Context: an optimization exercise on an open-source flow, tuned for small area. The choices shown serve that exercise and are no tape-out recipe.
RTL that was checked went through simulation tests only; none was proved equivalent to the original.
The flow treats the clock pin as an ideal source, which a real chip does not have.
Power is estimated from default activity; no workload was simulated.

Setup of P:
==> module fp16_sum, before the edit <==
module fp16_sum(input wire clk,input wire [15:0] num1,num2,output reg [15:0] out);
	localparam K = 7;
	function automatic [12:0] radd12(input [11:0] a, input [11:0] b, input ci);
		integer k;
		reg c;
		begin
			c = ci;
			for (k = 0; k < 12; k = k + 1) begin
				radd12[k] = a[k] ^ b[k] ^ c;
				c = (a[k] & b[k]) | (c & (a[k] ^ b[k]));
			end
			radd12[12] = c;
		end
	endfunction
	function automatic gt10(input [9:0] a, input [9:0] b);
		integer k;
		reg g;
		begin
			g = 1'b0;
			for (k = 0; k < 10; k = k + 1)
				g = (a[k] & ~b[k]) | (~(a[k] ^ b[k]) & g);
			gt10 = g;
		end
	endfunction
	wire [4:0]  e1   = num1[14:10];
	wire [4:0]  e2   = num2[14:10];
	wire [12:0] a12  = radd12({7'd0, e1}, {7'h7f, ~e2}, 1'b1);    
	wire [12:0] a21  = radd12({7'd0, e2}, {7'h7f, ~e1}, 1'b1);    
	wire        egt  = ~a12[12];                    
	wire        eeq  = e1 == e2;
	wire [4:0]  d    = egt ? a21[4:0] : a12[4:0];
	wire        swap = egt | (eeq & gt10(num2[9:0], num1[9:0]));    
	wire [9:0]  bm   = swap ? num2[9:0] : num1[9:0];
	wire [9:0]  sm   = swap ? num1[9:0] : num2[9:0];
	wire [10:0] sn   = {1'b1, sm} >> d;
	wire        sub  = num1[15] ^ num2[15];
	wire [12:0] lsum = radd12({{(12-K){1'b0}}, bm[K-1:0]}, {{(12-K){1'b0}}, sn[K-1:0] ^ {K{sub}}}, sub);
	reg        r1_sign, r1_sub;
	reg [4:0]  r1_exp;
	reg [9:K]  r1_bm;
	reg [10:K] r1_sn;
	reg [K:0]  r1_lo;        
	always @(posedge clk) begin
		r1_sign <= swap ? num2[15] : num1[15];
		r1_sub  <= sub;
		r1_exp  <= egt ? e2 : e1;
		r1_bm   <= bm[9:K];
		r1_sn   <= sn[10:K];
		r1_lo   <= lsum[K:0];
	end
	wire [12:0] ps  = radd12({{(K+1){1'b0}}, 1'b1, r1_bm}, {{(K+1){1'b0}}, r1_sn ^ {(11-K){r1_sub}}}, r1_lo[K]);
	wire [11:0] pre = {ps[11-K] ^ r1_sub, ps[10-K:0], r1_lo[K-1:0]};
	reg  [3:0]  p;
	integer i;
	always @* begin
		p = 4'd0;
		for (i = 0; i < 12; i = i + 1)
			if (pre[i]) p = i;
	end
	wire [11:0] x  = {pre[11:2], pre[1:0] & {2{~r1_sub}}};
	wire [11:0] xs = x << (4'd11 - p);
	wire        nz = |pre;
	wire [12:0] ee = radd12({7'd0, r1_exp}, {8'd0, p} + 12'hff6, 1'b0);
	wire [4:0]  re = nz ? ee[4:0] : 5'd0;
	wire [9:0]  rm = xs[10:1];
	reg [15:0] s2, s3, s4;
	always @(posedge clk) begin
		s2  <= {r1_sign, re, rm};
		s3  <= s2;
		s4  <= s3;
		out <= s4;
	end
endmodule
==> flow/config.mk <==
export PLATFORM = sky130hd
export DESIGN_NAME = fp16_sum
export DESIGN_NICKNAME = fp16_sum
export VERILOG_FILES = /design/flow/design.v
export SDC_FILE = /design/flow/constraint.sdc
export NUM_CORES = 4
export LEC_CHECK = 0
export ABC_AREA = 1
export CAP_MARGIN = 20
export CORE_MARGIN = 2
export CORE_UTILIZATION = 55
export GPL_TIMING_DRIVEN = 0
export SLEW_MARGIN = 20
==> flow/constraint.sdc <==
create_clock -name core_clock -period 4.5 [get_ports {clk}]
set_input_delay 0.9000 -clock core_clock [delete_from_list [all_inputs] [get_ports {clk}]]
set_output_delay 0.9000 -clock core_clock [all_outputs]
set_load 0.01 [all_outputs]
standard.sh (not shown) runs the stock make flow with config.mk's settings and CLKGATE_MAP_FILE= SYNTH_SCRIPT=/design/flow/synth_recipe.tcl, a recipe that flattens the netlist after the stock synthesis.
==> flow/flow/run.sh <==
#!/bin/bash
# The standard layout with these changes:
#  - synthesis maps with flow/abc.script and without the adder cell step;
#  - the port buffers are plain buf_1 cells;
#  - clock tree synthesis inserts no dummy loads;
#  - after clock tree synthesis, logic cells are downsized where timing allows
#    (flow/post_cts.tcl), and the global-route step recovers power (RECOVER_POWER).
set -euo pipefail
here=$(pwd)
inner=$(grep -o 'SYNTH_SCRIPT=[^ ]*' standard.sh | head -1 | cut -d= -f2-)
export OWN_INNER_SYNTH=$inner
export OWN_ABC_SCRIPT=$here/flow/abc.script
export BUFFER_PORTS_ARGS="-buffer_cell sky130_fd_sc_hd__buf_1"
export CTS_ARGS="-sink_clustering_enable -repair_clock_nets -dont_use_dummy_load"
export RECOVER_POWER=100
export POST_CTS_TCL=$here/flow/post_cts.tcl
sed "s#SYNTH_SCRIPT=[^ ]*#SYNTH_SCRIPT=$here/flow/synth.tcl ADDER_MAP_FILE=#" standard.sh > own.sh
bash own.sh > flow.log 2>&1
Other scripts of this flow, unchanged in this note and not shown: flow/flow/abc.script, flow/flow/downsize.tcl, flow/flow/post_cts.tcl, flow/flow/synth.tcl
For Q, these inputs were changed with respect to P:
-- flow/design.v --
<<< P, line 1
`default_nettype none
module fp16_sum(input wire clk,input wire [15:0] num1,num2,output reg [15:0] out);
	localparam K = 7;
	function automatic [12:0] radd12(input [11:0] a, input [11:0] b, input ci);
		integer k;
>>> Q, line 1
`default_nettype none
module fp16_sum(input wire clk,input wire [15:0] num1,num2,output reg [15:0] out);
	localparam K = 9;
	function automatic [12:0] radd12(input [11:0] a, input [11:0] b, input ci);
		integer k;
[summary]
Q: full flow OK, the timing, DRC and antenna checks passed. The period utilization reported for Q is greater than that of P by 1.6 points. Q ended up with xnor2_2 as its cell with the biggest individual delay on the critical path; P ended up with or2_1. P → Q: final worst slack decreased by 0.074 ns relative to the old numbers, sequential share of the synthesized area saw a decrease, maximum frequency decreased by 1.8% relative to the old numbers, highest cell delay on the worst timing path went up 0.05 ns, number of gates on the worst path with buffers counted lost 4. Run comparison: Q worst setup path endpoint r1_lo[9]; P worst setup path endpoint r1_lo[6]. Flip-flop and latch count, Q vs P: down by a few percent. | sum of met3 wire segment lengths after detailed routing | Q vs P | about 13% lower |.
No functional check of the RTL was part of Q.


The RTL this note starts from:
==> flow/design.v <==
`default_nettype none
module fp16_sum(input wire clk,input wire [15:0] num1,num2,output reg [15:0] out);
	localparam K = 5;
	function automatic [12:0] radd12(input [11:0] a, input [11:0] b, input ci);
		integer k;
		reg c;
		begin
			c = ci;
			for (k = 0; k < 12; k = k + 1) begin
				radd12[k] = a[k] ^ b[k] ^ c;
				c = (a[k] & b[k]) | (c & (a[k] ^ b[k]));
			end
			radd12[12] = c;
		end
	endfunction
	function automatic gt10(input [9:0] a, input [9:0] b);
		integer k;
		reg g;
		begin
			g = 1'b0;
			for (k = 0; k < 10; k = k + 1)
				g = (a[k] & ~b[k]) | (~(a[k] ^ b[k]) & g);
			gt10 = g;
		end
	endfunction
	wire [4:0]  e1   = num1[14:10];
	wire [4:0]  e2   = num2[14:10];
	wire [12:0] a12  = radd12({7'd0, e1}, {7'h7f, ~e2}, 1'b1);    
	wire [12:0] a21  = radd12({7'd0, e2}, {7'h7f, ~e1}, 1'b1);    
	wire        egt  = ~a12[12];                    
	wire        eeq  = e1 == e2;
	wire [4:0]  d    = egt ? a21[4:0] : a12[4:0];
	wire        swap = egt | (eeq & gt10(num2[9:0], num1[9:0]));    
	wire [9:0]  bm   = swap ? num2[9:0] : num1[9:0];
	wire [9:0]  sm   = swap ? num1[9:0] : num2[9:0];
	wire [10:0] sn   = {1'b1, sm} >> d;
	wire        sub  = num1[15] ^ num2[15];
	wire [12:0] lsum = radd12({{(12-K){1'b0}}, bm[K-1:0]}, {{(12-K){1'b0}}, sn[K-1:0] ^ {K{sub}}}, sub);
	reg        r1_sign, r1_sub;
	reg [4:0]  r1_exp;
	reg [9:K]  r1_bm;
	reg [10:K] r1_sn;
	reg [K:0]  r1_lo;        
	always @(posedge clk) begin
		r1_sign <= swap ? num2[15] : num1[15];
		r1_sub  <= sub;
		r1_exp  <= egt ? e2 : e1;
		r1_bm   <= bm[9:K];
		r1_sn   <= sn[10:K];
		r1_lo   <= lsum[K:0];
	end
	wire [12:0] ps  = radd12({{(K+1){1'b0}}, 1'b1, r1_bm}, {{(K+1){1'b0}}, r1_sn ^ {(11-K){r1_sub}}}, r1_lo[K]);
	wire [11:0] pre = {ps[11-K] ^ r1_sub, ps[10-K:0], r1_lo[K-1:0]};
	reg  [3:0]  p;
	integer i;
	always @* begin
		p = 4'd0;
		for (i = 0; i < 12; i = i + 1)
			if (pre[i]) p = i;
	end
	wire [11:0] x  = {pre[11:2], pre[1:0] & {2{~r1_sub}}};
	wire [11:0] xs = x << (4'd11 - p);
	wire        nz = |pre;
	wire [12:0] ee = radd12({7'd0, r1_exp}, {8'd0, p} + 12'hff6, 1'b0);
	wire [4:0]  re = nz ? ee[4:0] : 5'd0;
	wire [9:0]  rm = xs[10:1];
	reg [15:0] s2, s3, s4;
	always @(posedge clk) begin
		s2  <= {r1_sign, re, rm};
		s3  <= s2;
		s4  <= s3;
		out <= s4;
	end
endmodule
Settings: LEC_CHECK=0, ABC_AREA=1, CAP_MARGIN=20, CORE_MARGIN=2, CORE_UTILIZATION=55, SLEW_MARGIN=20; clock period 4.5 ns.
==> flow/flow/run.sh <==
#!/bin/bash
# The standard layout with three changes:
#  - synthesis maps with flow/abc.script and without the adder cell step;
#  - the port buffers are plain buf_1 cells.
set -euo pipefail
here=$(pwd)
inner=$(grep -o 'SYNTH_SCRIPT=[^ ]*' standard.sh | head -1 | cut -d= -f2-)
export OWN_INNER_SYNTH=$inner
export OWN_ABC_SCRIPT=$here/flow/abc.script
export BUFFER_PORTS_ARGS="-buffer_cell sky130_fd_sc_hd__buf_1"
sed "s#SYNTH_SCRIPT=[^ ]*#SYNTH_SCRIPT=$here/flow/synth.tcl ADDER_MAP_FILE=#" standard.sh > own.sh
bash own.sh > flow.log 2>&1
==> flow/flow/abc.script <==
strash
dch -f
map -D 3400 -B 0.2
topo
stime -c
buffer -c
upsize -c
dnsize -c
==> flow/flow/synth.tcl <==
# The standard flow's synthesis script, with our own ABC script for the technology
# mapping (the registers and their names are unchanged).
proc abc {args} {
  set i [lsearch -exact $args -script]
  if {$i >= 0} { lset args [expr {$i + 1}] $::env(OWN_ABC_SCRIPT) }
  yosys abc {*}$args
}
source $::env(OWN_INNER_SYNTH)
==> next run, changes <==
==> flow/design.v (replaced) <==
`default_nettype none
module fp16_sum(input wire clk,input wire [15:0] num1,num2,output reg [15:0] out);
	function automatic [12:0] radd12(input [11:0] a, input [11:0] b, input ci);
		integer k;
		reg c;
		begin
			c = ci;
			for (k = 0; k < 12; k = k + 1) begin
				radd12[k] = a[k] ^ b[k] ^ c;
				c = (a[k] & b[k]) | (c & (a[k] ^ b[k]));
			end
			radd12[12] = c;
		end
	endfunction
	function automatic gt10(input [9:0] a, input [9:0] b);
		integer k;
		reg g;
		begin
			g = 1'b0;
			for (k = 0; k < 10; k = k + 1)
				g = (a[k] & ~b[k]) | (~(a[k] ^ b[k]) & g);
			gt10 = g;
		end
	endfunction
	wire [4:0]  e1   = num1[14:10];
	wire [4:0]  e2   = num2[14:10];
	wire [12:0] a12  = radd12({7'd0, e1}, {7'h7f, ~e2}, 1'b1);    
	wire [12:0] a21  = radd12({7'd0, e2}, {7'h7f, ~e1}, 1'b1);    
	wire        egt  = ~a12[12];                    
	wire        eeq  = e1 == e2;
	wire [4:0]  d    = egt ? a21[4:0] : a12[4:0];
	wire        swap = egt | (eeq & gt10(num2[9:0], num1[9:0]));    
	wire [9:0]  bm   = swap ? num2[9:0] : num1[9:0];
	wire [9:0]  sm   = swap ? num1[9:0] : num2[9:0];
	wire [10:0] sn   = {1'b1, sm} >> d;
	reg        r1_sign, r1_sub;
	reg [4:0]  r1_exp;
	reg [9:0]  r1_bm;
	reg [10:0] r1_sn;
	always @(posedge clk) begin
		r1_sign <= swap ? num2[15] : num1[15];
		r1_sub  <= num1[15] ^ num2[15];
		r1_exp  <= egt ? e2 : e1;
		r1_bm   <= bm;
		r1_sn   <= sn;
	end
	wire [12:0] ps  = radd12({1'b0, 1'b1, r1_bm}, {1'b0, r1_sn ^ {11{r1_sub}}}, r1_sub);
	wire [11:0] pre = {ps[11] ^ r1_sub, ps[10:0]};
	wire        clr = r1_sub & pre[10];
	reg        r2_sign;
	reg [4:0]  r2_exp;
	reg [11:0] r2_pre;
	always @(posedge clk) begin
		r2_sign <= r1_sign;
		r2_exp  <= r1_exp;
		r2_pre  <= {pre[11:2], pre[1:0] & {2{~clr}}};
	end
	reg  [3:0]  p;
	integer i;
	always @* begin
		p = 4'd0;
		for (i = 0; i < 12; i = i + 1)
			if (r2_pre[i]) p = i;
	end
	wire        lo = ~r2_pre[11] & ~r2_pre[10];
	wire [11:0] x  = {r2_pre[11:2], r2_pre[1:0] & {2{~lo}}};
	wire [11:0] xs = x << (4'd11 - p);
	wire        nz = |r2_pre;
	wire [12:0] ee = radd12({7'd0, r2_exp}, {8'd0, p} + 12'hff6, 1'b0);
	wire [4:0]  re = nz ? ee[4:0] : 5'd0;
	wire [9:0]  rm = xs[10:1];
	reg [15:0] s3, s4;
	always @(posedge clk) begin
		s3  <= {r2_sign, re, rm};
		s4  <= s3;
		out <= s4;
	end
endmodule
=> The changed run produced a clean layout. Wire length goes up by about 1.2%. Synthesized cell count goes up by 1.1%. Worst setup slack improved by 180 ps. Sequential share of layout area goes up by 2.7 points. Clock power goes down by 5.1%. Final cell count goes up by 0.49%.
For the first run of this note, only the layout was checked, not whether the RTL still works.


fp16_sum with an RTL version that a note above also has.
Size in the first run: about 490 cells after synthesis, roughly 84 flip-flops, about 3700 µm² of cells after synthesis.
==> module fp16_sum, before the edit <==
module fp16_sum(input wire clk,input wire [15:0] num1,num2,output reg [15:0] out);
	localparam K = 9;
	function automatic [12:0] radd12(input [11:0] a, input [11:0] b, input ci);
		integer k;
		reg c;
		begin
			c = ci;
			for (k = 0; k < 12; k = k + 1) begin
				radd12[k] = a[k] ^ b[k] ^ c;
				c = (a[k] & b[k]) | (c & (a[k] ^ b[k]));
			end
			radd12[12] = c;
		end
	endfunction
	function automatic gt10(input [9:0] a, input [9:0] b);
		integer k;
		reg g;
		begin
			g = 1'b0;
			for (k = 0; k < 10; k = k + 1)
				g = (a[k] & ~b[k]) | (~(a[k] ^ b[k]) & g);
			gt10 = g;
		end
	endfunction
	wire [4:0]  e1   = num1[14:10];
	wire [4:0]  e2   = num2[14:10];
	wire [12:0] a12  = radd12({7'd0, e1}, {7'h7f, ~e2}, 1'b1);    
	wire [12:0] a21  = radd12({7'd0, e2}, {7'h7f, ~e1}, 1'b1);    
	wire        egt  = ~a12[12];                    
	wire        eeq  = e1 == e2;
	wire [4:0]  d    = egt ? a21[4:0] : a12[4:0];
	wire        swap = egt | (eeq & gt10(num2[9:0], num1[9:0]));    
	wire [9:0]  bm   = swap ? num2[9:0] : num1[9:0];
	wire [9:0]  sm   = swap ? num1[9:0] : num2[9:0];
	wire [10:0] sn   = {1'b1, sm} >> d;
	wire        sub  = num1[15] ^ num2[15];
	wire [12:0] lsum = radd12({{(12-K){1'b0}}, bm[K-1:0]}, {{(12-K){1'b0}}, sn[K-1:0] ^ {K{sub}}}, sub);
	reg        r1_sign, r1_sub;
	reg [4:0]  r1_exp;
	reg [9:K]  r1_bm;
	reg [10:K] r1_sn;
	reg [K:0]  r1_lo;        
	always @(posedge clk) begin
		r1_sign <= swap ? num2[15] : num1[15];
		r1_sub  <= sub;
		r1_exp  <= egt ? e2 : e1;
		r1_bm   <= bm[9:K];
		r1_sn   <= sn[10:K];
		r1_lo   <= lsum[K:0];
	end
	wire [12:0] ps  = radd12({{(K+1){1'b0}}, 1'b1, r1_bm}, {{(K+1){1'b0}}, r1_sn ^ {(11-K){r1_sub}}}, r1_lo[K]);
	wire [11:0] pre = {ps[11-K] ^ r1_sub, ps[10-K:0], r1_lo[K-1:0]};
	reg  [3:0]  p;
	integer i;
	always @* begin
		p = 4'd0;
		for (i = 0; i < 12; i = i + 1)
			if (pre[i]) p = i;
	end
	wire [11:0] x  = {pre[11:2], pre[1:0] & {2{~r1_sub}}};
	wire [11:0] xs = x << (4'd11 - p);
	wire        nz = |pre;
	wire [12:0] ee = radd12({7'd0, r1_exp}, {8'd0, p} + 12'hff6, 1'b0);
	wire [4:0]  re = nz ? ee[4:0] : 5'd0;
	wire [9:0]  rm = xs[10:1];
	reg [15:0] s2, s3, s4;
	always @(posedge clk) begin
		s2  <= {r1_sign, re, rm};
		s3  <= s2;
		s4  <= s3;
		out <= s4;
	end
endmodule
==> flow/config.mk <==
export PLATFORM = sky130hd
export DESIGN_NAME = fp16_sum
export DESIGN_NICKNAME = fp16_sum
export VERILOG_FILES = /design/flow/design.v
export SDC_FILE = /design/flow/constraint.sdc
export NUM_CORES = 4
export LEC_CHECK = 0
export ABC_AREA = 1
export CAP_MARGIN = 20
export CORE_MARGIN = 2
export CORE_UTILIZATION = 55
export GPL_TIMING_DRIVEN = 0
export SLEW_MARGIN = 20
==> flow/constraint.sdc <==
create_clock -name core_clock -period 4.5 [get_ports {clk}]
set_input_delay 0.9000 -clock core_clock [delete_from_list [all_inputs] [get_ports {clk}]]
set_output_delay 0.9000 -clock core_clock [all_outputs]
set_load 0.01 [all_outputs]
==> flow/flow/run.sh <==
#!/bin/bash
# The standard layout with these changes:
#  - synthesis maps with flow/abc.script and without the adder cell step;
#  - the port buffers are plain buf_1 cells;
#  - clock tree synthesis inserts no dummy loads.
set -euo pipefail
here=$(pwd)
inner=$(grep -o 'SYNTH_SCRIPT=[^ ]*' standard.sh | head -1 | cut -d= -f2-)
export OWN_INNER_SYNTH=$inner
export OWN_ABC_SCRIPT=$here/flow/abc.script
export BUFFER_PORTS_ARGS="-buffer_cell sky130_fd_sc_hd__buf_1"
export CTS_ARGS="-sink_clustering_enable -repair_clock_nets -dont_use_dummy_load"
sed "s#SYNTH_SCRIPT=[^ ]*#SYNTH_SCRIPT=$here/flow/synth.tcl ADDER_MAP_FILE=#" standard.sh > own.sh
bash own.sh > flow.log 2>&1
==> flow/flow/abc.script <==
strash
dch -f
map -D 3400 -B 0.2
strash
dch -f
map -D 3400 -B 0.2
topo
stime -c
buffer -c
upsize -c
dnsize -c
Scripts as last shown in full above: flow/flow/synth.tcl
The first run completed with no timing, DRC or antenna violations.
Next try:
--- a/flow/design.v
+++ b/flow/design.v
@@ -1,8 +1,8 @@
 `default_nettype none
 module fp16_sum(input wire clk,input wire [15:0] num1,num2,output reg [15:0] out);
-	localparam K = 9;
+	localparam K = 7;
 	function automatic [12:0] radd12(input [11:0] a, input [11:0] b, input ci);
 		integer k;
 		reg c;
 		begin
 			c = ci;
@@ -49,23 +49,25 @@
 		r1_sn   <= sn[10:K];
 		r1_lo   <= lsum[K:0];
 	end
 	wire [12:0] ps  = radd12({{(K+1){1'b0}}, 1'b1, r1_bm}, {{(K+1){1'b0}}, r1_sn ^ {(11-K){r1_sub}}}, r1_lo[K]);
 	wire [11:0] pre = {ps[11-K] ^ r1_sub, ps[10-K:0], r1_lo[K-1:0]};
-	reg  [3:0]  p;
-	integer i;
-	always @* begin
-		p = 4'd0;
-		for (i = 0; i < 12; i = i + 1)
-			if (pre[i]) p = i;
-	end
-	wire [11:0] x  = {pre[11:2], pre[1:0] & {2{~r1_sub}}};
-	wire [11:0] xs = x << (4'd11 - p);
+	wire        hi = |pre[10:2];
+	wire [11:0] v0 = {pre[11:2],
+	                  pre[1] & ~(r1_sub & hi),
+	                  pre[0] & ~(r1_sub & (hi | pre[1]))};
+	wire        z8 = ~|v0[11:4];
+	wire [11:0] v1 = z8 ? {v0[3:0], 8'd0} : v0;
+	wire        z4 = ~|v1[11:8];
+	wire [11:0] v2 = z4 ? {v1[7:0], 4'd0} : v1;
+	wire        z2 = ~|v2[11:10];
+	wire [11:0] v3 = z2 ? {v2[9:0], 2'd0} : v2;
+	wire        z1 = ~v3[11];
+	wire [11:0] v4 = z1 ? {v3[10:0], 1'd0} : v3;
+	wire [9:0]  rm = v4[10:1];
 	wire        nz = |pre;
-	wire [12:0] ee = radd12({7'd0, r1_exp}, {8'd0, p} + 12'hff6, 1'b0);
-	wire [4:0]  re = nz ? ee[4:0] : 5'd0;
-	wire [9:0]  rm = xs[10:1];
+	wire [4:0]  re = nz ? r1_exp + 5'd1 - {1'b0, z8, z4, z2, z1} : 5'd0;
 	reg [15:0] s2, s3, s4;
 	always @(posedge clk) begin
 		s2  <= {r1_sign, re, rm};
 		s3  <= s2;
 		s4  <= s3;
=> Routed wire length increases by about 1.4%. Clock-buffer cell count stays the same. Total power grows by 4.4%. Synthesized cell count rises by about 2.7%. Core utilization is lower by 1.9 points. Critical path depth is higher by 6. Worst setup slack gains 56 ps.
Function was not checked in any run of this note: the RTL went through the layout flow alone.

re-timing with driven ports:
No port has a modelled driver above. Below, the same layouts with a new extraction and two added sets of constraints. Step 1 (the two cells are an assumption about what drives the block):
set clk [get_ports {clk}]
set_driving_cell -lib_cell sky130_fd_sc_hd__clkbuf_16 $clk
set_driving_cell -lib_cell sky130_fd_sc_hd__buf_2 [delete_from_list [all_inputs] $clk]
Step 2 also shifts input and output timing later by t, the mid clock arrival at the registers, as if the neighbouring blocks saw the same clock. Slacks: ideal / step 1 / step 2; pairs: ideal / step 1.
run	t (ns)	setup slack, ns	clock arrival spread, ns
P	0.357	0.403 / 0.411 / 0.055	0.029 / 0.029
Q	0.345	0.329 / 0.325 / -0.020	0.024 / 0.024
the first run of note 2	0.368	0.429 / 0.436 / 0.068	0.012 / 0.012
the second run of note 2	0.370	0.614 / 0.620 / 0.250	0.012 / 0.013
the first run of note 3	0.345	0.329 / 0.325 / -0.020	0.024 / 0.024
the second run of note 3	0.361	0.385 / 0.385 / 0.023	0.023 / 0.023
With both steps, setup timing fails in Q and the first run of note 3, where it was met with ideal ports. The setup slack of the second run of note 2, which loses most, moves by +0.006 ns with the drivers and by -0.364 ns with both steps.
